Source: an optimization exercise on an open RTL-to-GDS flow (aim: small area and a short achievable clock period). Production flows keep margins and buffers that such runs may drop.
Function was checked by simulation only, so behaviour that the tests miss may differ from the original.

--- run.sh ---
#!/bin/bash
# synth_recipe.tcl (not shown) runs the flow's synth.tcl, then flattens the netlist and writes it again
# the make line also repeats each setting of config.mk as NAME=value (left out here)
make -C /OpenROAD-flow-scripts/flow DESIGN_CONFIG=/design/flow/config.mk WORK_HOME=/design/flow/orfs CLKGATE_MAP_FILE= SYNTH_SCRIPT=/design/flow/synth_recipe.tcl finish
--- config.mk ---
export PLATFORM = sky130hd
export DESIGN_NAME = simon_for
export DESIGN_NICKNAME = simon_for
export VERILOG_FILES = /design/flow/design.v
export SDC_FILE = /design/flow/constraint.sdc
export NUM_CORES = 4
export LEC_CHECK = 0
export CAP_MARGIN = 20
export CORE_MARGIN = 2
export CORE_UTILIZATION = 40
export PLACE_DENSITY = 0.6
export SLEW_MARGIN = 20
export SYNTH_HIERARCHICAL = 1
export SYNTH_MINIMUM_KEEP_SIZE = 0
--- constraint.sdc ---
create_clock -name core_clock -period 34.0 [get_ports {clk}]
set_input_delay 6.8000 -clock core_clock [delete_from_list [all_inputs] [get_ports {clk}]]
set_output_delay 6.8000 -clock core_clock [all_outputs]
set_load 0.01 [all_outputs]
--- design.v ---
module simon_xor2(input a, input b, output y);
    assign y = a ^ b;
endmodule
module simon_xnor2(input a, input b, output y);
    assign y = ~(a ^ b);
endmodule
module simon_nand2(input a, input b, output y);
    assign y = ~(a & b);
endmodule
module simon_inv(input a, output y);
    assign y = ~a;
endmodule
module simon_key_for(
    input  [63:0]  keytext,
    output [447:0] key_total    
);
    localparam [61:0] Z = 62'b01100111000011010100100010111110110011100001101010010001011111;
    wire [511:0] k;    
    wire [511:0] m;    
    assign k[63:0] = keytext;
    genvar i, j;
    generate
        for (i = 1; i < 31; i = i + 1) begin : g_m
            for (j = 0; j < 16; j = j + 1) begin : g_b
                simon_xor2 u_m(.a(k[16*i+j]), .b(k[16*i+(j+1)%16]), .y(m[16*i+j]));
            end
        end
        for (i = 0; i < 28; i = i + 1) begin : g_k
            wire [15:0] early;
            for (j = 0; j < 16; j = j + 1) begin : g_b
                if (j >= 2 || (j == 0 && Z[i])) begin : g_inv
                    simon_xnor2 u_e(.a(k[16*i+j]), .b(m[16*(i+1)+j]), .y(early[j]));
                end else begin : g_keep
                    simon_xor2 u_e(.a(k[16*i+j]), .b(m[16*(i+1)+j]), .y(early[j]));
                end
                wire kn;
                simon_xnor2 u_k(.a(early[j]), .b(m[16*(i+3)+(j+3)%16]), .y(kn));
                simon_inv   u_d(.a(kn), .y(k[16*(i+4)+j]));
            end
        end
    endgenerate
    assign key_total = k[511:64];
endmodule
module simon_for(
    input  [31:0] plaintext,
    input  [63:0] keytext,
    input         clk,
    output reg [31:0] ciphertext
);
    wire [447:0] key_total;
    wire [511:0] rk = {key_total, keytext};    
    simon_key_for key_generate(
        .keytext(keytext),
        .key_total(key_total)
    );
    wire [16*33-1:0] x;    
    assign x[15:0] = plaintext[31:16];
    wire [16*33-1:0] y = {x[16*32-1:0], plaintext[15:0]};
    genvar i, j;
    generate
        for (i = 0; i < 32; i = i + 1) begin : g_round
            wire [15:0] yk, w, n, xn;
            for (j = 0; j < 16; j = j + 1) begin : g_b
                simon_xor2  u_yk(.a(y[16*i+j]), .b(rk[16*i + j]), .y(yk[j]));
                simon_xor2  u_w (.a(yk[j]), .b(x[16*i+(j+14)%16]), .y(w[j]));
                simon_nand2 u_n (.a(x[16*i+(j+15)%16]), .b(x[16*i+(j+8)%16]), .y(n[j]));
                simon_xor2  u_x (.a(w[j]), .b(n[j]), .y(xn[j]));
                simon_inv   u_d (.a(xn[j]), .y(x[16*(i+1)+j]));
            end
        end
    endgenerate
    always @(posedge clk)
        ciphertext <= x[16*31 +: 32];
endmodule
==> results of run 1 <==
==> per-stage QoR <==
step / instances / worst slack (ns) / utilization (%) / hold WS (ns)
after global placement: 5594 / 7.33 / 43.5 / 7.54
after floorplan: 4416 / 12.72 / - / 7.10
after global routing: 5603 / 6.10 / 43.7 / 7.85
after detailed placement: 5594 / 7.31 / 43.5 / 7.53
final: 5603 / 6.73 / 43.7 / 7.82
after CTS: 5602 / 7.51 / 43.7 / 7.83
==> modules after synthesis (local to each module, per instance), excerpt <==
module / area, µm² / copies in the design / flip-flops and latches
simon_inv: 3.75 / 960 / 0
simon_for: 641 / 1 / 32
simon_xnor2: 8.76 / 854 / 0
simon_xor2: 8.76 / 2058 / 0
simon_nand2: 3.75 / 512 / 0
==> kinds of logic after synthesis <==
| group | Yosys count |
|---|---|
| buffers and inverters | 960 |
| AND/OR/NAND/NOR | 512 |
| XOR/XNOR | 2912 |
| flip-flops | 32 |
==> placed cells by master, fill, tap and decap left out <==
cell type        count
diode_2              1
inv_1              960
clkbuf_1             1
xor2_1            2058
nand2_1            512
dfxtp_1             32
clkdlybuf4s50_1    128
bufinv_16            1
xnor2_1            854
clkbuf_16            5
clkinv_2             1
==> area by class of cell <==
class / instances / area [µm²] / share of cell area, %
multi-input combinational: 3424 / 27400 / 79.7
inverter: 960 / 3600 / 10.5
tap: 1050 / 1310 / 3.82
timing repair buffer: 128 / 1280 / 3.72
sequential: 32 / 641 / 1.86
clock buffer: 6 / 129 / 0.374
clock inverter: 2 / 35.0 / 0.102
antenna: 1 / 2.50 / 0.00727
==> metal layers <==
layer,GRT usage (%),vias to the layer above
met5,0,-
met4,9.82,0
met3,1.87,222
met2,48.6,881
met1,34.3,12313
li1,-,12593
==> how the worst max path moves through the flow <==
| stage | from | cells past startpoint | end | slack (ns) |
|---|---|---|---|---|
| after global placement | keytext[31] | 90 | ciphertext[25] | 7.33 |
| after global routing | keytext[19] | 90 | ciphertext[19] | 6.10 |
| after floorplan | keytext[20] | 89 | ciphertext[19] | 12.72 |
| after detailed placement | keytext[16] | 90 | ciphertext[25] | 7.31 |
| after CTS | keytext[16] | 90 | ciphertext[25] | 7.51 |
| final | keytext[16] | 90 | ciphertext[25] | 6.73 |
==> worst max-delay path, delay by kind of cell <==
kind                      cells  cell delay [ns]
buffers and inverters        30             7.47
xor gates and xnor gates     60            13.15
==> reports/qor.csv, run 1 <==
stage,metric,value,unit
outcome,status,finished clean,
cts,cts_sinks,32,
timing,setup_viol_count_final,0,
timing,max-slew-margin-rel,60.8,%
critical_path,slowest_delay,0.54,ns
placement,place.gp.congestion,1.03,
job,drv_cap,0,
synth,synth_compound_area_share,0,%
cts,cts_tree,done,
critical_path,end_kind,register,
min_path,min_delay_path_depth,1,
synth,yosys_most_used_dff,dfxtp_1,
floorplan,dieArea,0.0814,mm²
global_route,antenna_found_initial,1,
synth,synth_adder_area_share,0,%
cts,post_cts_buffers,0,
route,met3_length,5.85,mm
route,first_iter_violations,2130,
critical_path,slowest_stage,clkdlybuf4s50_1,
placement,postPlaceCellArea,0.0343,mm²
cts,numCtsBuffers,5,
synth,postSynthAreaPerCell,7.17,µm²
timing,hold_viol,0,
synth,seq_area_frac_synth,2.02,%
synth,yosysMostFrequentCell,xor2_1,
floorplan,fp.dieH,285,µm
synth,synthXorXnorAreaFrac,80.5,%
finish,top_register,ciphertext,
synth,synth_area,0.0317,mm²
cts,root_buffer,clkbuf_16,
finish,drive_gt1_share,0.154,%
synth,synthMuxAreaShare,0,%
critical_path,crit_fanout,4,
route,routedWlPerCell,20.5,µm
synth,synth_cells,4416,
min_path,min_to,ciphertext[2],
synth,yosys.area.top_type,xor2_1,
finish,fin_nets,4648,
synth,synth_edf_count,0,
finish,design_area,0.0344,mm²
critical_path,worstPathArrival,27.45,ns
placement,hpwl,101,mm
critical_path,cp-start-kind,input port,
route,wirelength_met1,48.5,mm
timing,fin_crit,27.27,ns
cts,cts_resized,0,
floorplan,core_area,0.0787,mm²
timing,drv_slew,0,
route,top_layer,met4,
synth,yosys.area_share.simple,6.07,%
cts,path_clk_slew,0.05,ns
finish,nFillCells,8243,
timing,max_freq,36.7,MHz
synth,synth_top_family_by_area,XOR/XNOR gates,
min_path,min_path_type,register to primary output,
timing,finalSetupTns,0,ns
finish,largest_reg_flops,32,
route,postRouteAntennaNets,0,
synth,yosys-top-cells-count,"xor2_1 (2058), inv_1 (960), xnor2_1 (854)",
route,route.met2.wl,55.9,mm
placement,port_buffers,128,
synth,synth_top_cell_area_share,56.9,%
cts,holdBufCountCts,0,
synth,yosys_register_bits,32,
finish,area_growth,8.72,%
synth,yosys_warnings,7,
critical_path,required,34.17,ns
floorplan,ios,129,
synth,syn_nets,4513,
route,drt-total-wl,115,mm
floorplan,num_rows,103,
critical_path,worstSetupPathType,input port to register,
route,drtPass1Iterations,5,
route,dr_total_vias,26009,
synth,synthTopCellsByArea,"xor2_1 (57%), xnor2_1 (24%), inv_1 (11%), nand2_1 (6.1%), dfxtp_1 (2.0%)",
global_route,grtUsageTotal,27.2,%
finish,top_regs,ciphertext x32,
timing,rsz0062_at_grt,no,
floorplan,fp.dieW,285,µm
cts,h-tree-depth,2,
floorplan,start_util,40.2,%
global_route,grt_pass1_vias,26825,
global_route,grt_max_degree,11,
timing,tightest_slew,0.584,ns
min_path,min_from,ciphertext[2],
synth,ys_types,5,
synth,async_flop_share,0,%
global_route,grt_overflow,0,
critical_path,crit_top_cell,xor2_1,
route,avgViaCountPerCell,4.64,
timing,min_period_over_period,80.2,%
global_route,grt_pass1_wl,169,mm
route,route.detailed.drc,0,
cts,clk_path_buf_depth,2,
==> inputs of run 2 (changes only) <==
--- a/config.mk
+++ b/config.mk
@@ -8,6 +8,6 @@
 export CAP_MARGIN = 20
 export CORE_MARGIN = 2
-export CORE_UTILIZATION = 40
-export PLACE_DENSITY = 0.6
+export CORE_UTILIZATION = 70
+export PLACE_DENSITY = 0.8
 export SLEW_MARGIN = 20
 export SYNTH_HIERARCHICAL = 1
==> reports/qor.csv, run 2 <==
stage,metric,value,unit,change
synth,yosys.area_share.simple,6.07,%,unchanged
floorplan,dieArea,0.0470,mm²,was 0.0814 mm²
route,drtPass1Iterations,6,,was 5
synth,synth_top_family_by_area,XOR/XNOR gates,,unchanged
floorplan,start_util,71.3,%,was 40.2%
critical_path,crit_start,keytext[18],,was keytext[16]
synth,yosysMostFrequentCell,xor2_1,,unchanged
synth,yosys-top-cells-count,"xor2_1 (2058), inv_1 (960), xnor2_1 (854)",,unchanged
global_route,grt_overflow,0,,unchanged
finish,top_regs,ciphertext x32,,unchanged
global_route,grtUsageTotal,48.1,%,was 27.2%
timing,holdWs,7.83,ns,was 7.82 ns
synth,seq_area_frac_synth,2.02,%,unchanged
route,drt-total-wl,117,mm,was 115 mm
global_route,grt_pass1_wl,173,mm,was 169 mm
critical_path,slowest_stage,clkdlybuf4s50_1,,unchanged
route,postRouteAntennaNets,0,,unchanged
cts,root_buffer,clkbuf_16,,unchanged
floorplan,fp.dieH,217,µm,was 285 µm
critical_path,worstSetupPathType,input port to register,,unchanged
timing,fin_crit,28.12,ns,was 27.27 ns
critical_path,worstPathArrival,28.29,ns,was 27.45 ns
synth,syn_nets,4513,,unchanged
synth,synthTopCellsByArea,"xor2_1 (57%), xnor2_1 (24%), inv_1 (11%), nand2_1 (6.1%), dfxtp_1 (2.0%)",,unchanged
synth,yosys_register_bits,32,,unchanged
floorplan,fp.dieW,217,µm,was 285 µm
cts,numCtsBuffers,5,,unchanged
cts,path_clk_slew,0.05,ns,about the same
cts,cts_tree,done,,unchanged
cts,cts_resized,0,,unchanged
cts,post_cts_buffers,0,,unchanged
route,first_iter_violations,3326,,was 2130
synth,synthXorXnorAreaFrac,80.5,%,unchanged
critical_path,end_kind,register,,unchanged
cts,cts_sinks,32,,unchanged
timing,max-slew-margin-rel,24.2,%,was 60.8%
job,drv_cap,0,,unchanged
synth,ys_types,5,,unchanged
synth,synth_edf_count,0,,unchanged
synth,synth_adder_area_share,0,%,unchanged
critical_path,crit_fanout,4,,unchanged
global_route,grt_max_degree,11,,unchanged
finish,layout_common_cells,"xor2_1 (2058), inv_1 (960), xnor2_1 (854)",,unchanged
synth,yosys_warnings,7,,unchanged
critical_path,crit_top_cell,xor2_1,,unchanged
cts,h-tree-depth,2,,unchanged
critical_path,cp.buffers_inverters,30,,unchanged
synth,yosys.area.top_type,xor2_1,,unchanged
timing,drv_slew,0,,unchanged
synth,synth_compound_area_share,0,%,unchanged
finish,n_antenna_cell,0,,was 1
floorplan,ios,129,,unchanged
critical_path,slowest_delay,0.68,ns,was 0.54 ns
synth,synthMuxAreaShare,0,%,unchanged
outcome,status,finished clean,,unchanged
min_path,min_from,ciphertext[21],,was ciphertext[2]
min_path,min_path_type,register to primary output,,unchanged
timing,hold_viol,0,,unchanged
timing,tightest_slew,1.13,ns,was 0.584 ns
finish,fin_cells,5144,,was 5603
timing,setup_viol_count_final,0,,unchanged
finish,fin_nets,4648,,unchanged
critical_path,required,34.16,ns,was 34.17 ns
route,route.detailed.drc,0,,unchanged
critical_path,cp-start-kind,input port,,unchanged
route,avgViaCountPerCell,5.52,,was 4.64
global_route,grt_pass1_vias,28956,,was 26825
timing,rsz0062_at_grt,no,,unchanged
cts,clk_path_buf_depth,2,,unchanged
finish,largest_reg_flops,32,,unchanged
placement,dp_cells,5136,,was 5594
finish,nFillCells,3496,,was 8243
synth,synth_top_cell_area_share,56.9,%,unchanged
placement,place.gp.congestion,1.13,,was 1.03
timing,min_period_over_period,82.7,%,was 80.2%
route,dr_total_vias,28409,,was 26009
floorplan,core_area,0.0444,mm²,was 0.0787 mm²
synth,synth_area,0.0317,mm²,unchanged
finish,layout_commonest_cell,xor2_1,,unchanged
timing,finalSetupTns,0,ns,unchanged
floorplan,num_rows,77,,was 103
critical_path,critPathTopFamily,XOR/XNOR gates,,unchanged
placement,hpwl,100,mm,was 101 mm
placement,port_buffers,128,,unchanged
cts,holdBufCountCts,0,,unchanged
synth,synth_cells,4416,,unchanged
route,routedWlPerCell,22.7,µm,was 20.5 µm
finish,area_growth,6.90,%,was 8.72%
finish,top_register,ciphertext,,unchanged
synth,postSynthAreaPerCell,7.17,µm²,unchanged
finish,drive_gt1_share,0.154,%,unchanged
global_route,antenna_found_initial,0,,was 1
synth,yosys_most_used_dff,dfxtp_1,,unchanged
timing,max_freq,35.6,MHz,was 36.7 MHz
synth,async_flop_share,0,%,unchanged
run 2: Yosys stat by module, one instance, submodules excluded, excerpt:
module,area (µm²),times used,flip-flops and latches,cells inside
simon_for,641,1,32,32
simon_inv,3.75,960,0,1
simon_nand2,3.75,512,0,1
simon_xnor2,8.76,854,0,1
simon_xor2,8.76,2058,0,1
run 2: cell type report:
| cell class | instances | area (µm²) | area share [%] |
|---|---|---|---|
| Tap cell | 592 | 741 | 2.19 |
| Sequential cell | 32 | 641 | 1.89 |
| Clock buffer | 6 | 129 | 0.381 |
| Multi-Input combinational cell | 3424 | 27400 | 81.0 |
| Timing Repair Buffer | 128 | 1280 | 3.78 |
| Inverter | 960 | 3600 | 10.6 |
| Clock inverter | 2 | 35.0 | 0.103 |
run 2: cell families (layout without fill, tap and decap cells):
kind of cell,Yosys count,after routing
XOR/XNOR,2912,2912
buffers and inverters,960,1096
AND/OR/NAND/NOR,512,512
flip-flops,32,32
run 2: through the flow:
| step | cell area (µm²) | worst slack, ns | util, % |
|---|---|---|---|
| detailed placement | 33700 | 7.07 | 75.9 |
| CTS | 33900 | 7.28 | 76.2 |
| global route | 33900 | 5.34 | 76.2 |
| global placement | 33700 | 7.31 | 75.9 |
| floorplan | 31700 | 12.72 | - |
| finish | 33900 | 5.88 | 76.2 |
run 2: worst paths after layout:
kind              to  cells after the start
max   ciphertext[28]                     90
min   ciphertext[21]                      1
run 2: metal layers:
| layer | global-route usage (%) | routed length, µm | vias to the layer above |
|---|---|---|---|
| li1 | - | - | 12593 |
| met1 | 53.8 | 41500 | 13204 |
| met2 | 81.6 | 53500 | 1937 |
| met3 | 9.33 | 11600 | 675 |
| met4 | 34.8 | 10100 | 0 |
| met5 | 0 | 0 | - |
==> inputs of run 3 (changes only) <==
==> flow/run.sh (new file) <==
#!/bin/bash
# The standard layout, except that the port buffers are buf_2 cells: the default pick
# (a clkdlybuf4s50_1 delay cell) is twice the area and slow on the input paths.
set -euo pipefail
bash standard.sh "BUFFER_PORTS_ARGS=-buffer_cell sky130_fd_sc_hd__buf_2" finish > make_finish.log 2>&1
==> standard.sh (new file) <==
#!/bin/bash
# synth_recipe.tcl (not shown) runs the flow's synth.tcl, then flattens the netlist and writes it again
# the make line also repeats each setting of config.mk as NAME=value (left out here)
make -C /OpenROAD-flow-scripts/flow DESIGN_CONFIG=/design/flow/config.mk WORK_HOME=/design/flow/orfs CLKGATE_MAP_FILE= SYNTH_SCRIPT=/design/flow/synth_recipe.tcl "${@:-finish}"
--- a/config.mk
+++ b/config.mk
@@ -8,6 +8,6 @@
 export CAP_MARGIN = 20
 export CORE_MARGIN = 2
-export CORE_UTILIZATION = 70
-export PLACE_DENSITY = 0.8
+export CORE_UTILIZATION = 40
+export PLACE_DENSITY = 0.6
 export SLEW_MARGIN = 20
 export SYNTH_HIERARCHICAL = 1
removed: run.sh
==> reports/qor.csv, run 3 <==
stage,metric,value,unit,change
outcome,status,finished clean,,unchanged
synth,synth_edf_count,0,,unchanged
synth,yosys_warnings,7,,unchanged
global_route,grt_overflow,0,,unchanged
route,drtPass1Iterations,5,,was 6
synth,yosys.area.top_type,xor2_1,,unchanged
global_route,grt_max_degree,13,,was 11
critical_path,cp-start-kind,input port,,unchanged
finish,top_regs,ciphertext x32,,unchanged
finish,largest_reg_flops,32,,unchanged
route,route.detailed.drc,0,,unchanged
finish,fin_nets,4648,,unchanged
floorplan,start_util,40.2,%,was 71.3%
cts,holdBufCountCts,0,,unchanged
job,drv_cap,0,,unchanged
timing,rsz0062_at_grt,no,,unchanged
finish,drive_gt1_share,2.99,%,was 0.154%
critical_path,crit_top_cell,xor2_1,,unchanged
finish,design_area,0.0338,mm²,was 0.0339 mm²
synth,synth_area,0.0317,mm²,unchanged
cts,post_cts_buffers,0,,unchanged
floorplan,core_area,0.0787,mm²,was 0.0444 mm²
synth,yosys-top-cells-count,"xor2_1 (2058), inv_1 (960), xnor2_1 (854)",,unchanged
cts,root_buffer,clkbuf_16,,unchanged
synth,synth_top_cell_area_share,56.9,%,unchanged
critical_path,worstPathArrival,26.80,ns,was 28.29 ns
synth,postSynthAreaPerCell,7.17,µm²,unchanged
cts,path_clk_slew,0.05,ns,about the same
placement,place.gp.congestion,1.03,,was 1.13
min_path,min_delay_path_depth,1,,unchanged
finish,layout_common_cells,"xor2_1 (2058), inv_1 (960), xnor2_1 (854)",,unchanged
synth,synth_cells,4416,,unchanged
placement,postPlaceCellArea,0.0336,mm²,was 0.0337 mm²
route,postRouteAntennaNets,0,,unchanged
critical_path,slowest_delay,0.46,ns,was 0.68 ns
min_path,min_to,ciphertext[27],,was ciphertext[21]
timing,min_period_over_period,78.3,%,was 82.7%
critical_path,required,34.17,ns,was 34.16 ns
floorplan,fp.dieW,285,µm,was 217 µm
floorplan,dieArea,0.0814,mm²,was 0.0470 mm²
critical_path,end_kind,register,,unchanged
global_route,grt_pass1_vias,26713,,was 28956
timing,tightest_slew,0.546,ns,was 1.13 ns
finish,top_register,ciphertext,,unchanged
synth,yosys_most_used_dff,dfxtp_1,,unchanged
min_path,min_from,ciphertext[27],,was ciphertext[21]
cts,cts_resized,0,,unchanged
route,routedWlPerCell,20.2,µm,was 22.7 µm
timing,setup_viol_count_final,0,,unchanged
synth,syn_nets,4513,,unchanged
finish,nFillCells,8350,,was 3496
timing,fin_crit,26.63,ns,was 28.12 ns
route,dr_total_vias,26231,,was 28409
cts,h-tree-depth,2,,unchanged
synth,synthTopCellsByArea,"xor2_1 (57%), xnor2_1 (24%), inv_1 (11%), nand2_1 (6.1%), dfxtp_1 (2.0%)",,unchanged
synth,yosys_register_bits,32,,unchanged
finish,layout_commonest_cell,xor2_1,,unchanged
placement,dp_cells,5594,,was 5136
floorplan,num_rows,103,,was 77
finish,fin_cells,5602,,was 5144
cts,cts_tree,done,,unchanged
critical_path,worstSetupPathType,input port to register,,unchanged
placement,hpwl,99.1,mm,was 100 mm
timing,hold_viol,0,,unchanged
critical_path,critPathTopFamily,XOR/XNOR gates,,unchanged
floorplan,ios,129,,unchanged
synth,ys_types,5,,unchanged
finish,area_growth,6.64,%,was 6.90%
critical_path,crit_fanout,4,,unchanged
route,drt-total-wl,113,mm,was 117 mm
cts,cts_sinks,32,,unchanged
finish,n_antenna_cell,0,,unchanged
timing,drv_slew,0,,unchanged
cts,clk_path_buf_depth,2,,unchanged
cts,numCtsBuffers,5,,unchanged
placement,port_buffers,128,,unchanged
synth,seq_area_frac_synth,2.02,%,unchanged
timing,finalSetupTns,0,ns,unchanged
global_route,grtUsageTotal,26.9,%,was 48.1%
route,avgViaCountPerCell,4.68,,was 5.52
critical_path,slowest_stage,xor2_1,,was clkdlybuf4s50_1
global_route,grt_pass1_wl,168,mm,was 173 mm
timing,max_freq,37.6,MHz,was 35.6 MHz
floorplan,fp.dieH,285,µm,was 217 µm
timing,max-slew-margin-rel,63.3,%,was 24.2%
synth,yosysMostFrequentCell,xor2_1,,unchanged
critical_path,cp.buffers_inverters,30,,unchanged
min_path,min_path_type,register to primary output,,unchanged
synth,async_flop_share,0,%,unchanged
global_route,antenna_found_initial,0,,unchanged
route,first_iter_violations,2135,,was 3326
## run 3: cell counts after synthesis
No cell type changed its count.
## run 3: logic make-up after synthesis
family | share of synthesized area [%]
xor gates and xnor gates | 80.5
DFF | 2.02
and+or+nand+nor | 6.07
buffers and inverters | 11.4
## run 3: layer usage
layer | GRT usage [%] | vias up | share of wire, %
met1 | 33.7 | 12388 | 42
met2 | 47.3 | 996 | 48
met5 | 0 | - | 0
met3 | 2.14 | 260 | 5.8
met4 | 10.7 | 0 | 4.5
li1 | - | 12587 | -
## run 3: cell type report
class / instances / area (µm²) / share of cell area [%]
Multi-Input combinational cell: 3424 / 27400 / 81.2
Inverter: 960 / 3600 / 10.7
Tap cell: 1050 / 1310 / 3.89
Sequential cell: 32 / 641 / 1.90
Timing Repair Buffer: 128 / 641 / 1.90
Clock buffer: 5 / 125 / 0.370
Clock inverter: 3 / 23.8 / 0.0704
## run 3: per-stage QoR
step | util, % | hold slack [ns] | worst slack (ns)
2_1_floorplan | - | 7.10 | 12.72
3_3_place_gp | 42.7 | 7.20 | 7.71
3_5_place_dp | 42.7 | 7.19 | 7.88
4_1_cts | 42.9 | 7.50 | 7.99
5_1_grt | 42.9 | 7.51 | 6.52
6_report | 42.9 | 7.49 | 7.37
## run 3: how the worst max path moves through the flow
stage / end / startpoint / cells after the start / slack [ns]
after floorplan: ciphertext[19] / keytext[20] / 89 / 12.72
after global placement: ciphertext[26] / keytext[29] / 90 / 7.71
after detailed placement: ciphertext[21] / keytext[29] / 90 / 7.88
after CTS: ciphertext[24] / keytext[29] / 90 / 7.99
after global routing: ciphertext[24] / keytext[29] / 90 / 6.52
final: ciphertext[24] / keytext[29] / 90 / 7.37
## run 3: per-module statistics from Yosys, one instance, submodules excluded, excerpt
module       flip-flops and latches  cells  copies in the design  area, µm²
simon_xnor2                       0      1                   854       8.76
simon_inv                         0      1                   960       3.75
simon_for                        32     32                     1        641
simon_xor2                        0      1                  2058       8.76
simon_nand2                       0      1                   512       3.75
==> inputs of run 4 (changes only) <==
==> flow/run.sh (replaced) <==
#!/bin/bash
set -euo pipefail
here=$(pwd)
bash standard.sh synth > make_synth.log 2>&1
ODB=$here/orfs/results/$FLOW_PLATFORM/simon_for/base/1_synth.odb \
  openroad -no_init -exit flow/swap_inv.tcl > openroad_swap_inv.log 2>&1
bash standard.sh "BUFFER_PORTS_ARGS=-buffer_cell sky130_fd_sc_hd__buf_2" SETUP_SLACK_MARGIN=10.8 finish > make_finish.log 2>&1
==> flow/swap_inv.tcl (new file) <==
# swap every inv_1 for inv_2 (same area, twice the drive)
read_db $::env(ODB)
set db [ord::get_db]
set to [$db findMaster sky130_fd_sc_hd__inv_2]
set n 0
foreach inst [[ord::get_db_block] getInsts] {
  if {[[$inst getMaster] getName] eq "sky130_fd_sc_hd__inv_1"} {
    $inst swapMaster $to
    incr n
  }
}
puts "swapped $n inv_1 to inv_2"
write_db $::env(ODB)
==> reports/qor.csv, run 4 <==
stage,metric,value,unit,change
synth,synth_area,0.0317,mm²,unchanged
synth,synth_adder_area_share,0,%,unchanged
timing,fin_crit,23.77,ns,was 26.63 ns
synth,syn_nets,4513,,unchanged
synth,synth_top_cell_area_share,56.9,%,unchanged
synth,postSynthAreaPerCell,7.17,µm²,unchanged
critical_path,slowest_stage,xnor2_1,,was xor2_1
global_route,antenna_found_initial,0,,unchanged
global_route,gr-max-usage-layer,met2,,unchanged
cts,h-tree-depth,2,,unchanged
route,drtPass1Iterations,5,,unchanged
critical_path,worstSetupPathType,input port to register,,unchanged
placement,place.gp.congestion,1.04,,was 1.03
synth,synth_compound_area_share,0,%,unchanged
synth,yosys.area_share.simple,6.07,%,unchanged
floorplan,fp.dieW,285,µm,unchanged
finish,fin_nets,5123,,was 4648
synth,yosys_register_bits,32,,unchanged
min_path,min_from,ciphertext[3],,was ciphertext[27]
synth,seq_area_frac_synth,2.02,%,unchanged
synth,synth_top_family_by_area,XOR/XNOR gates,,unchanged
cts,clk_path_buf_depth,2,,unchanged
synth,yosys_most_used_dff,dfxtp_1,,unchanged
finish,n_antenna_cell,0,,unchanged
cts,path_clk_slew,0.05,ns,about the same
min_path,min_to,ciphertext[3],,was ciphertext[27]
floorplan,num_rows,103,,unchanged
global_route,grt_overflow,0,,unchanged
finish,area_growth,41.5,%,was 6.64%
route,dr_total_vias,29030,,was 26231
critical_path,end_kind,register,,unchanged
floorplan,start_util,40.2,%,unchanged
timing,rsz0062_at_grt,yes,,was no
floorplan,ios,129,,unchanged
global_route,met2_usage,47.8,%,was 47.3%
finish,top_register,ciphertext,,unchanged
floorplan,dieArea,0.0814,mm²,unchanged
critical_path,crit_start,keytext[17],,was keytext[29]
placement,port_buffers,128,,unchanged
critical_path,cp.buffers_inverters,30,,unchanged
finish,layout_commonest_cell,xor2_1,,unchanged
outcome,status,finished clean,,unchanged
synth,synth_cells,4416,,unchanged
cts,holdBufCountCts,0,,unchanged
route,routedWlPerCell,20.8,µm,was 20.2 µm
finish,seq_area,641,µm²,unchanged
global_route,met1_usage,33.3,%,was 33.7%
route,drt-total-wl,126,mm,was 113 mm
timing,drv_slew,0,,unchanged
timing,hold_viol,0,,unchanged
critical_path,slowest_delay,0.28,ns,was 0.46 ns
synth,yosys.area.top_type,xor2_1,,unchanged
global_route,grtUsageTotal,26.8,%,was 26.9%
timing,setup_viol_count_final,0,,unchanged
critical_path,worstPathArrival,23.94,ns,was 26.80 ns
min_path,min_delay_path_depth,1,,unchanged
synth,synthTopCellsByArea,"xor2_1 (57%), xnor2_1 (24%), inv_1 (11%), nand2_1 (6.1%), dfxtp_1 (2.0%)",,unchanged
synth,async_flop_share,0,%,unchanged
critical_path,required,34.17,ns,about the same
finish,multiInputGateArea,0.0347,mm²,was 0.0274 mm²
cts,root_buffer,clkbuf_16,,unchanged
floorplan,fp.dieH,285,µm,unchanged
critical_path,crit_fanout,4,,unchanged
global_route,grt_max_degree,12,,was 13
timing,min_period_over_period,69.9,%,was 78.3%
critical_path,crit_top_cell,inv_2,,was xor2_1
synth,synthMuxAreaShare,0,%,unchanged
timing,holdWs,7.49,ns,about the same
timing,finalSetupTns,0,ns,unchanged
global_route,grt_pass1_vias,26853,,was 26713
global_route,grt_util_met3,2.14,%,about the same
floorplan,core_area,0.0787,mm²,unchanged
synth,yosys_warnings,7,,unchanged
finish,nFillCells,6568,,was 8350
cts,cts_sinks,32,,unchanged
synth,ys_types,5,,unchanged
placement,hpwl,98.2,mm,was 99.1 mm
synth,yosys-top-cells-count,"xor2_1 (2058), inv_1 (960), xnor2_1 (854)",,unchanged
route,avgViaCountPerCell,4.78,,was 4.68
timing,max_freq,42.1,MHz,was 37.6 MHz
finish,top_regs,ciphertext x32,,unchanged
job,drv_cap,0,,unchanged
timing,tightest_slew,0.575,ns,was 0.546 ns
synth,synthXorXnorAreaFrac,80.5,%,unchanged
finish,largest_reg_flops,32,,unchanged
route,postRouteAntennaNets,0,,unchanged
cts,cts_tree,done,,unchanged
finish,layout_common_cells,"xor2_1 (1282), inv_2 (943), xnor2_1 (789)",,"was xor2_1 (2058), inv_1 (960), xnor2_1 (854)"
critical_path,cp-start-kind,input port,,unchanged
critical_path,critPathTopFamily,XOR/XNOR gates,,unchanged
synth,synth_edf_count,0,,unchanged
cts,numCtsBuffers,5,,unchanged
global_route,grt_pass1_wl,167,mm,was 168 mm
synth,yosysMostFrequentCell,xor2_1,,unchanged
min_path,min_path_type,register to primary output,,unchanged
route,first_iter_violations,2427,,was 2135
route,route.detailed.drc,0,,unchanged
finish,drive_gt1_share,48.0,%,was 2.99%
timing,max-slew-margin-rel,61.4,%,was 63.3%
run 4: cell counts after synthesis:
Identical to the previous run, type by type.
run 4: layout make-up:
cell class,instances,share of cell area [%]
inverters,960,8.14
well taps,1050,2.93
repair buffers,603,9.68
clock inverters,3,0.0949
clock buffers,5,0.279
flip-flops and latches,32,1.43
multi-input cells,3424,77.5
run 4: modules after synthesis (local to each module, per instance), a selection:
module,cell area (µm²),flip-flops and latches,cells inside
simon_for,641,32,32
simon_inv,3.75,0,1
simon_nand2,3.75,0,1
simon_xnor2,8.76,0,1
simon_xor2,8.76,0,1
run 4: cells by family after synthesis:
kind of cell  after synthesis
xor+xnor                 2912
buf+inv                   960
flops                      32
simple gates              512
run 4: worst max path at each step:
stage / endpoint / slack, ns / cells after the start
2_1_floorplan: ciphertext[19] / 13.12 / 89
3_3_place_gp: ciphertext[31] / 9.81 / 90
3_5_place_dp: ciphertext[22] / 9.77 / 89
4_1_cts: ciphertext[20] / 10.80 / 90
5_1_grt: ciphertext[19] / 9.85 / 90
6_report: ciphertext[28] / 10.23 / 90
run 4: metrics by stage:
step                      worst slack, ns  cell area, µm²  cells  util [%]
after global routing                 9.85           44800   6077      56.9
final                               10.23           44800   6077      56.9
after CTS                           10.80           34600   5602      43.9
after global placement               9.81           33600   5594      42.7
after detailed placement             9.77           33600   5594      42.7
after floorplan                     13.12           31700   4416         -
run 4: what timing repair did:
item | CTS | global route
gates resized for setup | 101 | 847
pin swaps | 2 | 681
gates cloned | 0 | 0
setup buffers | 0 | 475
endpoints found under the setup margin | 32 | 32
run 4: routing by layer:
metal | vias to the layer above | routed length, µm | part of all wire [%]
li1 | 12881 | - | -
met1 | 14112 | 47300 | 37
met3 | 535 | 9190 | 7.3
met2 | 1502 | 60900 | 48
met5 | - | 0 | 0
met4 | 0 | 9000 | 7.1
==> inputs of run 5 (changes only) <==
==> flow/run.sh (replaced) <==
#!/bin/bash
# The standard layout with two changes of cell choice, not of the circuit:
#  - after the standard synthesis, every inv_1 becomes an inv_2 (same area, twice the
#    drive; the inverters drive the design's fanout-4 nets);
#  - the port buffers are buf_2 cells instead of the default clkdlybuf4s50_1 delay cell,
#    which is twice the area and slow on the input paths.
set -euo pipefail
here=$(pwd)
bash standard.sh synth > make_synth.log 2>&1
ODB=$here/orfs/results/$FLOW_PLATFORM/simon_for/base/1_synth.odb \
  openroad -no_init -exit flow/swap_inv.tcl > openroad_swap_inv.log 2>&1
bash standard.sh "BUFFER_PORTS_ARGS=-buffer_cell sky130_fd_sc_hd__buf_2" finish > make_finish.log 2>&1
==> reports/qor.csv, run 5 <==
stage,metric,value,unit,change
route,first_iter_violations,1886,,was 2427
min_path,min_path_type,register to primary output,,unchanged
critical_path,cp-start-kind,input port,,unchanged
cts,cts_resized,0,,was 101
critical_path,crit_end,ciphertext[22],,was ciphertext[28]
finish,multiInputGateArea,0.0274,mm²,was 0.0347 mm²
global_route,grtUsageTotal,26.6,%,was 26.8%
synth,yosys-top-cells-count,"xor2_1 (2058), inv_1 (960), xnor2_1 (854)",,unchanged
synth,ys_types,5,,unchanged
cts,h-tree-depth,2,,unchanged
global_route,grt_pass1_vias,26642,,was 26853
timing,max-slew-margin-rel,65.9,%,was 61.4%
finish,area_growth,6.71,%,was 41.5%
synth,synth_cells,4416,,unchanged
job,drv_cap,0,,unchanged
global_route,grt_overflow,0,,unchanged
synth,yosys.area.top_type,xor2_1,,unchanged
finish,fin_cells,5603,,was 6077
timing,setup_viol_count_final,0,,unchanged
placement,port_buffers,128,,unchanged
floorplan,core_area,0.0787,mm²,unchanged
synth,synth_top_cell_area_share,56.9,%,unchanged
finish,nFillCells,8295,,was 6568
finish,fin_nets,4648,,was 5123
finish,top_register,ciphertext,,unchanged
synth,synth_edf_count,0,,unchanged
synth,yosys_most_used_dff,dfxtp_1,,unchanged
synth,syn_nets,4513,,unchanged
route,top_layer,met4,,unchanged
global_route,grt_pass1_wl,165,mm,was 167 mm
cts,holdBufCountCts,0,,unchanged
cts,root_buffer,clkbuf_16,,unchanged
synth,postSynthAreaPerCell,7.17,µm²,unchanged
critical_path,worstSetupPathType,input port to register,,unchanged
route,route.detailed.drc,0,,unchanged
timing,tightest_slew,0.507,ns,was 0.575 ns
placement,dp_cells,5594,,unchanged
route,met3_length,6.10,mm,was 9.19 mm
finish,top_regs,ciphertext x32,,unchanged
finish,layout_commonest_cell,xor2_1,,unchanged
placement,postPlaceCellArea,0.0336,mm²,unchanged
critical_path,slowest_stage,xor2_1,,was xnor2_1
critical_path,worstPathArrival,24.55,ns,was 23.94 ns
timing,drv_slew,0,,unchanged
floorplan,fp.dieW,285,µm,unchanged
synth,synthTopCellsByArea,"xor2_1 (57%), xnor2_1 (24%), inv_1 (11%), nand2_1 (6.1%), dfxtp_1 (2.0%)",,unchanged
route,drtPass1Iterations,5,,unchanged
synth,async_flop_share,0,%,unchanged
synth,seq_area_frac_synth,2.02,%,unchanged
finish,design_area,0.0338,mm²,was 0.0448 mm²
synth,yosys_warnings,7,,unchanged
placement,place.gp.congestion,1.04,,unchanged
route,wirelength_met1,46.5,mm,was 47.3 mm
route,postRouteAntennaNets,0,,unchanged
cts,numCtsBuffers,5,,unchanged
cts,path_clk_slew,0.05,ns,about the same
timing,min_period_over_period,71.7,%,was 69.9%
cts,cts_sinks,32,,unchanged
critical_path,crit_start,keytext[54],,was keytext[17]
route,dr_total_vias,25747,,was 29030
placement,hpwl,98.2,mm,unchanged
outcome,status,finished clean,,unchanged
global_route,antenna_found_initial,1,,was 0
cts,post_cts_buffers,0,,unchanged
finish,largest_reg_flops,32,,unchanged
floorplan,dieArea,0.0814,mm²,unchanged
floorplan,num_rows,103,,unchanged
route,routedWlPerCell,19.9,µm,was 20.8 µm
timing,hold_viol,0,,unchanged
timing,max_freq,41.0,MHz,was 42.1 MHz
route,avgViaCountPerCell,4.60,,was 4.78
floorplan,start_util,40.2,%,unchanged
route,route.met2.wl,53.7,mm,was 60.9 mm
floorplan,fp.dieH,285,µm,unchanged
global_route,grt_max_degree,12,,unchanged
timing,fin_crit,24.38,ns,was 23.77 ns
finish,layout_common_cells,"xor2_1 (2058), inv_2 (960), xnor2_1 (854)",,"was xor2_1 (1282), inv_2 (943), xnor2_1 (789)"
synth,yosys_register_bits,32,,unchanged
critical_path,end_kind,register,,unchanged
finish,seq_area,641,µm²,unchanged
synth,synth_area,0.0317,mm²,unchanged
synth,yosysMostFrequentCell,xor2_1,,unchanged
critical_path,crit_fanout,4,,unchanged
cts,cts_tree,done,,unchanged
critical_path,required,34.18,ns,was 34.17 ns
timing,rsz0062_at_grt,no,,was yes
floorplan,ios,129,,unchanged
route,drt-total-wl,111,mm,was 126 mm
critical_path,crit_top_cell,xor2_1,,was inv_2
finish,drive_gt1_share,24.1,%,was 48.0%
cts,clk_path_buf_depth,2,,unchanged
critical_path,slowest_delay,0.42,ns,was 0.28 ns
timing,finalSetupTns,0,ns,unchanged
==> run 5: worst min path at each step <==
stage	startpoint	end	slack [ns]	cells past startpoint
after floorplan	ciphertext[0]	ciphertext[0]	7.10	0
after global placement	ciphertext[2]	ciphertext[2]	7.20	1
after detailed placement	ciphertext[3]	ciphertext[3]	7.20	1
after CTS	ciphertext[3]	ciphertext[3]	7.50	1
after global routing	ciphertext[25]	ciphertext[25]	7.51	1
final	ciphertext[3]	ciphertext[3]	7.49	1
==> run 5: kinds of logic after synthesis <==
family	count (synthesis)	synth area share [%]
XOR/XNOR	2912	80.5
flip-flops	32	2.02
AND/OR/NAND/NOR	512	6.07
buffers and inverters	960	11.4
==> run 5: layout make-up <==
class,count,area share (%)
repair buffers,128,1.90
clock inverters,3,0.126
multi-input cells,3424,81.2
well taps,1050,3.89
inverters,960,10.7
clock buffers,5,0.370
diodes,1,0.00740
flip-flops and latches,32,1.90
==> run 5: Yosys stat by module (local to each module, per instance), a selection <==
module / area, µm² / flops+latches
simon_for: 641 / 32
simon_inv: 3.75 / 0
simon_nand2: 3.75 / 0
simon_xnor2: 8.76 / 0
simon_xor2: 8.76 / 0
==> run 5: routing by layer <==
| layer | vias to the layer above | GRT usage, % |
|---|---|---|
| met5 | - | 0 |
| li1 | 12634 | - |
| met3 | 261 | 2.94 |
| met4 | 0 | 10.6 |
| met2 | 866 | 47.2 |
| met1 | 11986 | 32.5 |
==> run 5: critical path: cells and delay by family <==
| kind | cells | cell delay (ns) |
|---|---|---|
| XOR/XNOR | 59 | 13.64 |
| buffers and inverters | 30 | 4.04 |
==> run 5: through the flow <==
stage	utilization (%)	setup WS [ns]	hold slack, ns
after floorplan	-	13.12	7.10
after global placement	42.7	9.81	7.20
after detailed placement	42.7	9.77	7.20
after CTS	42.9	10.01	7.50
after global routing	42.9	8.59	7.51
final	42.9	9.62	7.49
==> inputs of run 6 (changes only) <==
--- a/config.mk
+++ b/config.mk
@@ -9,5 +9,5 @@
 export CORE_MARGIN = 2
 export CORE_UTILIZATION = 40
-export PLACE_DENSITY = 0.6
+export PLACE_DENSITY = 0.8
 export SLEW_MARGIN = 20
 export SYNTH_HIERARCHICAL = 1
==> reports/qor.csv, run 6 <==
stage,metric,value,unit,change
route,first_iter_violations,2463,,was 1886
global_route,grt_max_degree,11,,was 12
route,drt-total-wl,122,mm,was 111 mm
synth,seq_area_frac_synth,2.02,%,unchanged
min_path,min_delay_path_depth,1,,unchanged
synth,syn_nets,4513,,unchanged
synth,yosys-top-cells-count,"xor2_1 (2058), inv_1 (960), xnor2_1 (854)",,unchanged
synth,synth_edf_count,0,,unchanged
global_route,grt_pass1_vias,26844,,was 26642
placement,postPlaceCellArea,0.0336,mm²,unchanged
synth,synth_area,0.0317,mm²,unchanged
finish,top_register,ciphertext,,unchanged
critical_path,worstPathArrival,25.79,ns,was 24.55 ns
route,postRouteAntennaNets,0,,unchanged
critical_path,end_kind,register,,unchanged
cts,numCtsBuffers,5,,unchanged
route,met3_length,9.30,mm,was 6.10 mm
synth,yosys_register_bits,32,,unchanged
floorplan,ios,129,,unchanged
timing,holdWs,7.48,ns,was 7.49 ns
synth,yosys_most_used_dff,dfxtp_1,,unchanged
floorplan,start_util,40.2,%,unchanged
route,drtPass1Iterations,6,,was 5
route,top_layer,met4,,unchanged
placement,port_buffers,128,,unchanged
critical_path,crit_top_cell,xor2_1,,unchanged
critical_path,crit_fanout,4,,unchanged
floorplan,fp.dieH,285,µm,unchanged
cts,holdBufCountCts,0,,unchanged
route,avgViaCountPerCell,4.76,,was 4.60
global_route,grt_overflow,0,,unchanged
finish,largest_reg_flops,32,,unchanged
synth,synthTopCellsByArea,"xor2_1 (57%), xnor2_1 (24%), inv_1 (11%), nand2_1 (6.1%), dfxtp_1 (2.0%)",,unchanged
min_path,min_path_type,register to primary output,,unchanged
finish,multiInputGateArea,0.0274,mm²,unchanged
finish,nFillCells,8272,,was 8295
critical_path,worstSetupPathType,input port to register,,unchanged
job,drv_cap,0,,unchanged
cts,h-tree-depth,2,,unchanged
synth,yosys_warnings,7,,unchanged
critical_path,slowest_stage,xor2_1,,unchanged
finish,area_growth,6.65,%,was 6.71%
floorplan,core_area,0.0787,mm²,unchanged
synth,postSynthAreaPerCell,7.17,µm²,unchanged
cts,cts_tree,done,,unchanged
timing,finalSetupTns,0,ns,unchanged
timing,min_period_over_period,75.4,%,was 71.7%
cts,clk_path_buf_depth,2,,unchanged
finish,fin_nets,4648,,unchanged
synth,synth_top_cell_area_share,56.9,%,unchanged
cts,cts_resized,0,,unchanged
finish,n_antenna_cell,0,,was 1
global_route,grtUsageTotal,29.2,%,was 26.6%
timing,max_freq,39.0,MHz,was 41.0 MHz
critical_path,slowest_delay,0.56,ns,was 0.42 ns
timing,max-slew-margin-rel,55.4,%,was 65.9%
route,dr_total_vias,26645,,was 25747
placement,place.gp.congestion,1.06,,was 1.04
synth,yosys.area.top_type,xor2_1,,unchanged
route,wirelength_met1,51.5,mm,was 46.5 mm
synth,synth_cells,4416,,unchanged
cts,cts_sinks,32,,unchanged
placement,hpwl,108,mm,was 98.2 mm
synth,yosysMostFrequentCell,xor2_1,,unchanged
timing,setup_viol_count_final,0,,unchanged
route,route.detailed.drc,0,,unchanged
critical_path,required,34.17,ns,was 34.18 ns
finish,design_area,0.0338,mm²,about the same
synth,async_flop_share,0,%,unchanged
outcome,status,finished clean,,unchanged
route,routedWlPerCell,21.8,µm,was 19.9 µm
timing,rsz0062_at_grt,no,,unchanged
finish,drive_gt1_share,24.1,%,about the same
finish,layout_commonest_cell,xor2_1,,unchanged
finish,seq_area,641,µm²,unchanged
floorplan,fp.dieW,285,µm,unchanged
floorplan,num_rows,103,,unchanged
finish,top_regs,ciphertext x32,,unchanged
global_route,antenna_found_initial,0,,was 1
cts,root_buffer,clkbuf_16,,unchanged
global_route,grt_pass1_wl,179,mm,was 165 mm
timing,drv_slew,0,,unchanged
floorplan,dieArea,0.0814,mm²,unchanged
synth,ys_types,5,,unchanged
finish,layout_common_cells,"xor2_1 (2058), inv_2 (960), xnor2_1 (854)",,unchanged
cts,path_clk_slew,0.05,ns,about the same
timing,hold_viol,0,,unchanged
route,route.met2.wl,55.4,mm,was 53.7 mm
timing,fin_crit,25.62,ns,was 24.38 ns
timing,tightest_slew,0.664,ns,was 0.507 ns
cts,post_cts_buffers,0,,unchanged
critical_path,cp-start-kind,input port,,unchanged
[run 6: cell families (layout without fill, tap and decap cells)]
| kind of cell | after synthesis | in the layout | share of synthesized area [%] |
|---|---|---|---|
| XOR/XNOR | 2912 | 2912 | 80.5 |
| flip-flops | 32 | 32 | 2.02 |
| buffers and inverters | 960 | 1096 | 11.4 |
| AND/OR/NAND/NOR | 512 | 512 | 6.07 |
[run 6: through the flow]
step	std cells	worst slack [ns]	utilization, %
after global placement	5594	8.12	42.7
after floorplan	4416	13.12	-
after CTS	5602	8.88	42.9
final	5602	8.38	42.9
after global routing	5602	7.59	42.9
after detailed placement	5594	8.67	42.7
[run 6: cell type report]
class	count	share of cell area (%)
Multi-Input combinational cell	3424	81.2
Inverter	960	10.7
Tap cell	1050	3.89
Sequential cell	32	1.90
Timing Repair Buffer	128	1.90
Clock buffer	7	0.422
Clock inverter	1	0.0222
[run 6: final timing paths]
check / start / endpoint / slack [ns]
worst max-delay path: keytext[23] / ciphertext[31] / 8.38
worst min-delay path: ciphertext[14] / ciphertext[14] / 7.48
[run 6: worst max-delay path: cells and delay by family]
kind | cells | cell delay (ns)
XOR/XNOR | 60 | 14.76
buffers and inverters | 30 | 4.16
[run 6: Yosys stat by module (local to each module, per instance), excerpt]
module       copies in the design  cell area (µm²)
simon_for                       1              641
simon_xor2                   2058             8.76
simon_nand2                   512             3.75
simon_inv                     960             3.75
simon_xnor2                   854             8.76
[run 6: per-layer routing]
metal	track usage, %	up-vias
met1	37.9	12494
met4	12.3	0
met5	0	-
li1	-	12626
met3	3.72	296
met2	48.4	1229
==> inputs of run 7 (changes only) <==
--- a/config.mk
+++ b/config.mk
@@ -9,5 +9,5 @@
 export CORE_MARGIN = 2
 export CORE_UTILIZATION = 40
-export PLACE_DENSITY = 0.8
+export PLACE_DENSITY = 0.45
 export SLEW_MARGIN = 20
 export SYNTH_HIERARCHICAL = 1
==> reports/qor.csv, run 7 <==
stage,metric,value,unit,change
placement,hpwl,118,mm,was 108 mm
timing,max_freq,40.4,MHz,was 39.0 MHz
timing,fin_crit,24.78,ns,was 25.62 ns
cts,h-tree-depth,2,,unchanged
synth,seq_area_frac_synth,2.02,%,unchanged
critical_path,crit_fanout,4,,unchanged
synth,yosys_register_bits,32,,unchanged
synth,synth_top_cell_area_share,56.9,%,unchanged
critical_path,worstSetupPathType,input port to register,,unchanged
cts,cts_tree,done,,unchanged
floorplan,dieArea,0.0814,mm²,unchanged
cts,post_cts_buffers,0,,unchanged
floorplan,fp.dieW,285,µm,unchanged
route,dr_total_vias,25899,,was 26645
global_route,grtUsageTotal,32.2,%,was 29.2%
cts,holdBufCountCts,0,,unchanged
finish,largest_reg_flops,32,,unchanged
route,drtPass1Iterations,5,,was 6
route,route.detailed.drc,0,,unchanged
finish,area_growth,6.70,%,was 6.65%
placement,pre_cts_slack,9.39,ns,was 8.67 ns
synth,yosysMostFrequentCell,xor2_1,,unchanged
outcome,status,finished clean,,unchanged
route,postRouteAntennaNets,0,,unchanged
floorplan,start_util,40.2,%,unchanged
finish,top_register,ciphertext,,unchanged
synth,postSynthAreaPerCell,7.17,µm²,unchanged
finish,top_regs,ciphertext x32,,unchanged
synth,synthTopCellsByArea,"xor2_1 (57%), xnor2_1 (24%), inv_1 (11%), nand2_1 (6.1%), dfxtp_1 (2.0%)",,unchanged
route,wirelength_met1,57.2,mm,was 51.5 mm
synth,yosys_warnings,7,,unchanged
synth,ys_types,5,,unchanged
floorplan,fp.dieH,285,µm,unchanged
min_path,min_path_type,register to primary output,,unchanged
cts,root_buffer,clkbuf_16,,unchanged
synth,synth_area,0.0317,mm²,unchanged
route,met3_length,5.54,mm,was 9.30 mm
floorplan,ios,129,,unchanged
synth,yosys.area.top_type,xor2_1,,unchanged
critical_path,end_kind,register,,unchanged
timing,min_period_over_period,72.9,%,was 75.4%
route,avgViaCountPerCell,4.62,,was 4.76
critical_path,cp-start-kind,input port,,unchanged
finish,fin_cells,5604,,was 5602
finish,drive_gt1_share,24.1,%,unchanged
synth,synth_cells,4416,,unchanged
route,first_iter_violations,1818,,was 2463
synth,async_flop_share,0,%,unchanged
timing,finalSetupTns,0,ns,unchanged
global_route,grt_pass1_vias,26971,,was 26844
route,route.met2.wl,66.1,mm,was 55.4 mm
timing,tightest_slew,0.719,ns,was 0.664 ns
critical_path,slowest_stage,xor2_1,,unchanged
placement,dp_cells,5594,,unchanged
floorplan,num_rows,103,,unchanged
timing,hold_viol,0,,unchanged
finish,layout_common_cells,"xor2_1 (2058), inv_2 (960), xnor2_1 (854)",,unchanged
global_route,grt_overflow,0,,unchanged
cts,cts_sinks,32,,unchanged
critical_path,required,34.17,ns,about the same
placement,port_buffers,128,,unchanged
job,drv_cap,0,,unchanged
timing,max-slew-margin-rel,51.7,%,was 55.4%
global_route,antenna_found_initial,2,,was 0
timing,holdWs,7.49,ns,was 7.48 ns
synth,yosys-top-cells-count,"xor2_1 (2058), inv_1 (960), xnor2_1 (854)",,unchanged
critical_path,slowest_delay,0.46,ns,was 0.56 ns
timing,setup_slack,9.22,ns,was 8.38 ns
floorplan,core_area,0.0787,mm²,unchanged
route,routedWlPerCell,23.8,µm,was 21.8 µm
critical_path,crit_top_cell,xor2_1,,unchanged
placement,place.gp.congestion,1.00,,was 1.06
global_route,grt_max_degree,11,,unchanged
cts,path_clk_slew,0.05,ns,about the same
timing,setup_viol_count_final,0,,unchanged
critical_path,worstPathArrival,24.96,ns,was 25.79 ns
cts,clk_path_buf_depth,2,,unchanged
synth,yosys_most_used_dff,dfxtp_1,,unchanged
critical_path,crit_start,keytext[16],,was keytext[23]
synth,synth_edf_count,0,,unchanged
synth,syn_nets,4513,,unchanged
global_route,grt_pass1_wl,192,mm,was 179 mm
timing,rsz0062_at_grt,no,,unchanged
cts,numCtsBuffers,5,,unchanged
finish,layout_commonest_cell,xor2_1,,unchanged
cts,cts_resized,0,,unchanged
route,top_layer,met4,,unchanged
route,drt-total-wl,134,mm,was 122 mm
timing,drv_slew,0,,unchanged
min_path,min_from,ciphertext[14],,unchanged
finish,fin_nets,4648,,unchanged
-- run 7: cell counts after synthesis --
No cell type changed its count.
-- run 7: final cells by class --
| type | instances | area, µm² |
|---|---|---|
| inverter | 960 | 3600 |
| fill | 8580 | 44900 |
| tap | 1050 | 1310 |
| clock inverter | 2 | 35.0 |
| multi-input combinational | 3424 | 27400 |
| sequential | 32 | 641 |
| antenna | 2 | 5.00 |
| timing repair buffer | 128 | 641 |
| clock buffer | 6 | 129 |
-- run 7: final timing paths --
path                        endpoint  slack [ns]  cells after the start
worst max-delay path  ciphertext[27]        9.22                     90
worst min-delay path  ciphertext[14]        7.49                      1
-- run 7: Yosys stat by module, one instance, submodules excluded, a selection --
module	flip-flops and latches	times used
simon_for	32	1
simon_inv	0	960
simon_nand2	0	512
simon_xnor2	0	854
simon_xor2	0	2058
-- run 7: kinds of logic (layout without fill, tap and decap cells) --
group | count (synthesis) | after routing | synth area share (%)
other | 0 | 2 | 0
XOR/XNOR | 2912 | 2912 | 80.5
flip-flops | 32 | 32 | 2.02
AND/OR/NAND/NOR | 512 | 512 | 6.07
buffers and inverters | 960 | 1096 | 11.4
-- run 7: critical path: cells and delay by family --
| kind | cells | cell delay, ns |
|---|---|---|
| buffers and inverters | 30 | 4.25 |
| xor gates and xnor gates | 60 | 13.80 |
-- run 7: stage by stage --
step | utilization (%) | cell area (µm²)
after global routing | 42.9 | 33800
final | 42.9 | 33800
after global placement | 42.7 | 33600
after floorplan | - | 31700
after detailed placement | 42.7 | 33600
after CTS | 42.9 | 33800
-- run 7: layer usage --
metal | up-vias | track usage [%]
li1 | 12641 | -
met1 | 12413 | 40.5
met2 | 666 | 58.2
met3 | 179 | 2.50
met4 | 0 | 9.54
met5 | - | 0
==> inputs of run 8 (changes only) <==
--- a/config.mk
+++ b/config.mk
@@ -8,6 +8,6 @@
 export CAP_MARGIN = 20
 export CORE_MARGIN = 2
-export CORE_UTILIZATION = 40
-export PLACE_DENSITY = 0.45
+export CORE_UTILIZATION = 55
+export PLACE_DENSITY = 0.7
 export SLEW_MARGIN = 20
 export SYNTH_HIERARCHICAL = 1
==> reports/qor.csv, run 8 <==
stage,metric,value,unit,change
cts,post_cts_buffers,0,,unchanged
finish,n_antenna_cell,0,,was 2
critical_path,slowest_stage,xor2_1,,unchanged
synth,yosysMostFrequentCell,xor2_1,,unchanged
cts,cts_sinks,32,,unchanged
synth,synth_area,0.0317,mm²,unchanged
route,postRouteAntennaNets,0,,unchanged
placement,port_buffers,128,,unchanged
synth,yosys_warnings,7,,unchanged
synth,synth_top_cell_area_share,56.9,%,unchanged
floorplan,core_area,0.0567,mm²,was 0.0787 mm²
placement,postPlaceCellArea,0.0333,mm²,was 0.0336 mm²
route,dr_total_vias,26455,,was 25899
finish,area_growth,5.54,%,was 6.70%
synth,yosys_register_bits,32,,unchanged
finish,drive_gt1_share,24.1,%,about the same
global_route,grtUsageTotal,37.8,%,was 32.2%
job,drv_cap,0,,unchanged
finish,layout_common_cells,"xor2_1 (2058), inv_2 (960), xnor2_1 (854)",,unchanged
route,routedWlPerCell,21.9,µm,was 23.8 µm
floorplan,num_rows,87,,was 103
finish,top_register,ciphertext,,unchanged
cts,cts_tree,done,,unchanged
cts,clk_path_buf_depth,2,,unchanged
finish,largest_reg_flops,32,,unchanged
floorplan,dieArea,0.0595,mm²,was 0.0814 mm²
global_route,antenna_found_initial,0,,was 2
timing,drv_slew,0,,unchanged
floorplan,fp.dieH,244,µm,was 285 µm
critical_path,crit_fanout,4,,unchanged
placement,dp_cells,5300,,was 5594
route,drt-total-wl,116,mm,was 134 mm
floorplan,ios,129,,unchanged
critical_path,slowest_delay,0.44,ns,was 0.46 ns
synth,synthTopCellsByArea,"xor2_1 (57%), xnor2_1 (24%), inv_1 (11%), nand2_1 (6.1%), dfxtp_1 (2.0%)",,unchanged
timing,setup_viol_count_final,0,,unchanged
timing,tightest_slew,0.555,ns,was 0.719 ns
critical_path,end_kind,register,,unchanged
timing,fin_crit,24.86,ns,was 24.78 ns
timing,min_period_over_period,73.1,%,was 72.9%
synth,ys_types,5,,unchanged
route,route.detailed.drc,0,,unchanged
critical_path,cp-start-kind,input port,,unchanged
synth,syn_nets,4513,,unchanged
timing,max_freq,40.2,MHz,was 40.4 MHz
finish,top_regs,ciphertext x32,,unchanged
synth,seq_area_frac_synth,2.02,%,unchanged
timing,max-slew-margin-rel,62.7,%,was 51.7%
route,drtPass1Iterations,7,,was 5
timing,hold_viol,0,,unchanged
floorplan,fp.dieW,244,µm,was 285 µm
floorplan,start_util,55.8,%,was 40.2%
finish,fin_nets,4648,,unchanged
finish,post-route-util,58.9,%,was 42.9%
finish,fin_cells,5308,,was 5604
synth,synth_edf_count,0,,unchanged
cts,path_clk_slew,0.05,ns,about the same
critical_path,crit_top_cell,xor2_1,,unchanged
finish,design_area,0.0334,mm²,was 0.0338 mm²
placement,hpwl,101,mm,was 118 mm
min_path,min_path_type,register to primary output,,unchanged
global_route,grt_max_degree,12,,was 11
synth,async_flop_share,0,%,unchanged
cts,cts_resized,0,,unchanged
timing,rsz0062_at_grt,no,,unchanged
timing,setup_slack,9.14,ns,was 9.22 ns
critical_path,worstPathArrival,25.04,ns,was 24.96 ns
synth,yosys_most_used_dff,dfxtp_1,,unchanged
finish,layout_commonest_cell,xor2_1,,unchanged
cts,holdBufCountCts,0,,unchanged
cts,root_buffer,clkbuf_16,,unchanged
global_route,grt_pass1_vias,26893,,was 26971
synth,yosys-top-cells-count,"xor2_1 (2058), inv_1 (960), xnor2_1 (854)",,unchanged
synth,synth_cells,4416,,unchanged
timing,holdWs,7.49,ns,about the same
critical_path,required,34.18,ns,was 34.17 ns
placement,pre_cts_slack,9.48,ns,was 9.39 ns
global_route,grt_overflow,0,,unchanged
global_route,grt_pass1_wl,171,mm,was 192 mm
cts,numCtsBuffers,5,,unchanged
cts,h-tree-depth,2,,unchanged
route,avgViaCountPerCell,4.98,,was 4.62
route,first_iter_violations,2070,,was 1818
timing,finalSetupTns,0,ns,unchanged
synth,yosys.area.top_type,xor2_1,,unchanged
critical_path,worstSetupPathType,input port to register,,unchanged
synth,postSynthAreaPerCell,7.17,µm²,unchanged
placement,place.gp.congestion,1.09,,was 1.00
outcome,status,finished clean,,unchanged
==> run 8: cells by family (layout without fill, tap and decap cells) <==
logic type	count (synthesis)	in the layout	share of synthesized area, %
xor+xnor	2912	2912	80.5
buf+inv	960	1096	11.4
simple gates	512	512	6.07
flops	32	32	2.02
==> run 8: worst max-delay path, delay by kind of cell <==
kind      cells  cell delay [ns]
buf+inv      30             4.35
xor+xnor     60            13.86
==> run 8: layer usage <==
| metal | wire, µm | GRT usage, % | vias up |
|---|---|---|---|
| met5 | 0 | 0 | - |
| met1 | 45800 | 45.0 | 12401 |
| met4 | 6890 | 19.0 | 0 |
| met3 | 6930 | 3.74 | 334 |
| li1 | - | - | 12624 |
| met2 | 56400 | 67.5 | 1096 |
==> run 8: cell type report <==
class	count	area, µm²
inverter	960	3600
clock inverter	3	42.5
tap	756	946
sequential	32	641
multi-input combinational	3424	27400
fill	5627	23300
timing repair buffer	128	641
clock buffer	5	125
==> run 8: path summary, 6_finish.rpt <==
kind | cells past startpoint | slack [ns] | to | startpoint
worst max-delay path | 90 | 9.14 | ciphertext[24] | keytext[28]
worst min-delay path | 1 | 7.49 | ciphertext[27] | ciphertext[27]
==> run 8: modules after synthesis, one instance, submodules excluded, excerpt <==
module	copies in the design	cells	cell area [µm²]	flip-flops and latches
simon_for	1	32	641	32
simon_xnor2	854	1	8.76	0
simon_xor2	2058	1	8.76	0
simon_inv	960	1	3.75	0
simon_nand2	512	1	3.75	0

## what the ideal ports hide
No port has a modelled driver above. Below, the same layouts with a new extraction and two added sets of constraints.
Step 1 assumes that a clkbuf_16 drives the clock port and a buf_2 every other input.
Step 2 moves the port delays by t, midway between the first and last clock arrival at a register: inputs arrive t later, outputs are due t later. That takes back most of the time a late clock gives input paths.
Slacks: ideal ports / drivers / drivers and shift; pairs: ideal ports / drivers.
run | t, ns | setup slack, ns | worst hold slack (ns) | latest minus earliest clock arrival (ns) | worst register clock-pin slew, ns
run 1 | 0.308 | 6.726 / 6.719 / 6.411 | 7.823 / 7.855 / 7.546 | 0.007 / 0.007 | 0.05 / 0.05
run 2 | 0.300 | 5.878 / 5.881 / 5.580 | 7.826 / 7.855 / 7.555 | 0.003 / 0.003 | 0.05 / 0.05
run 3 | 0.309 | 7.373 / 7.385 / 7.076 | 7.487 / 7.519 / 7.210 | 0.003 / 0.002 | 0.05 / 0.05
run 4 | 0.306 | 10.226 / 10.230 / 9.924 | 7.489 / 7.519 / 7.213 | 0.003 / 0.003 | 0.05 / 0.05
run 5 | 0.305 | 9.621 / 9.630 / 9.325 | 7.489 / 7.518 / 7.213 | 0.003 / 0.003 | 0.05 / 0.05
run 6 | 0.307 | 8.379 / 8.392 / 8.085 | 7.484 / 7.520 / 7.212 | 0.002 / 0.003 | 0.05 / 0.05
run 7 | 0.312 | 9.217 / 9.232 / 8.920 | 7.485 / 7.522 / 7.210 | 0.005 / 0.005 | 0.05 / 0.05
run 8 | 0.306 | 9.136 / 9.145 / 8.839 | 7.487 / 7.517 / 7.211 | 0.004 / 0.004 | 0.05 / 0.05
After both steps every run listed still meets setup and hold. The setup slack of run 1, which loses most, moves by -0.007 ns with the drivers and by -0.315 ns with both steps.
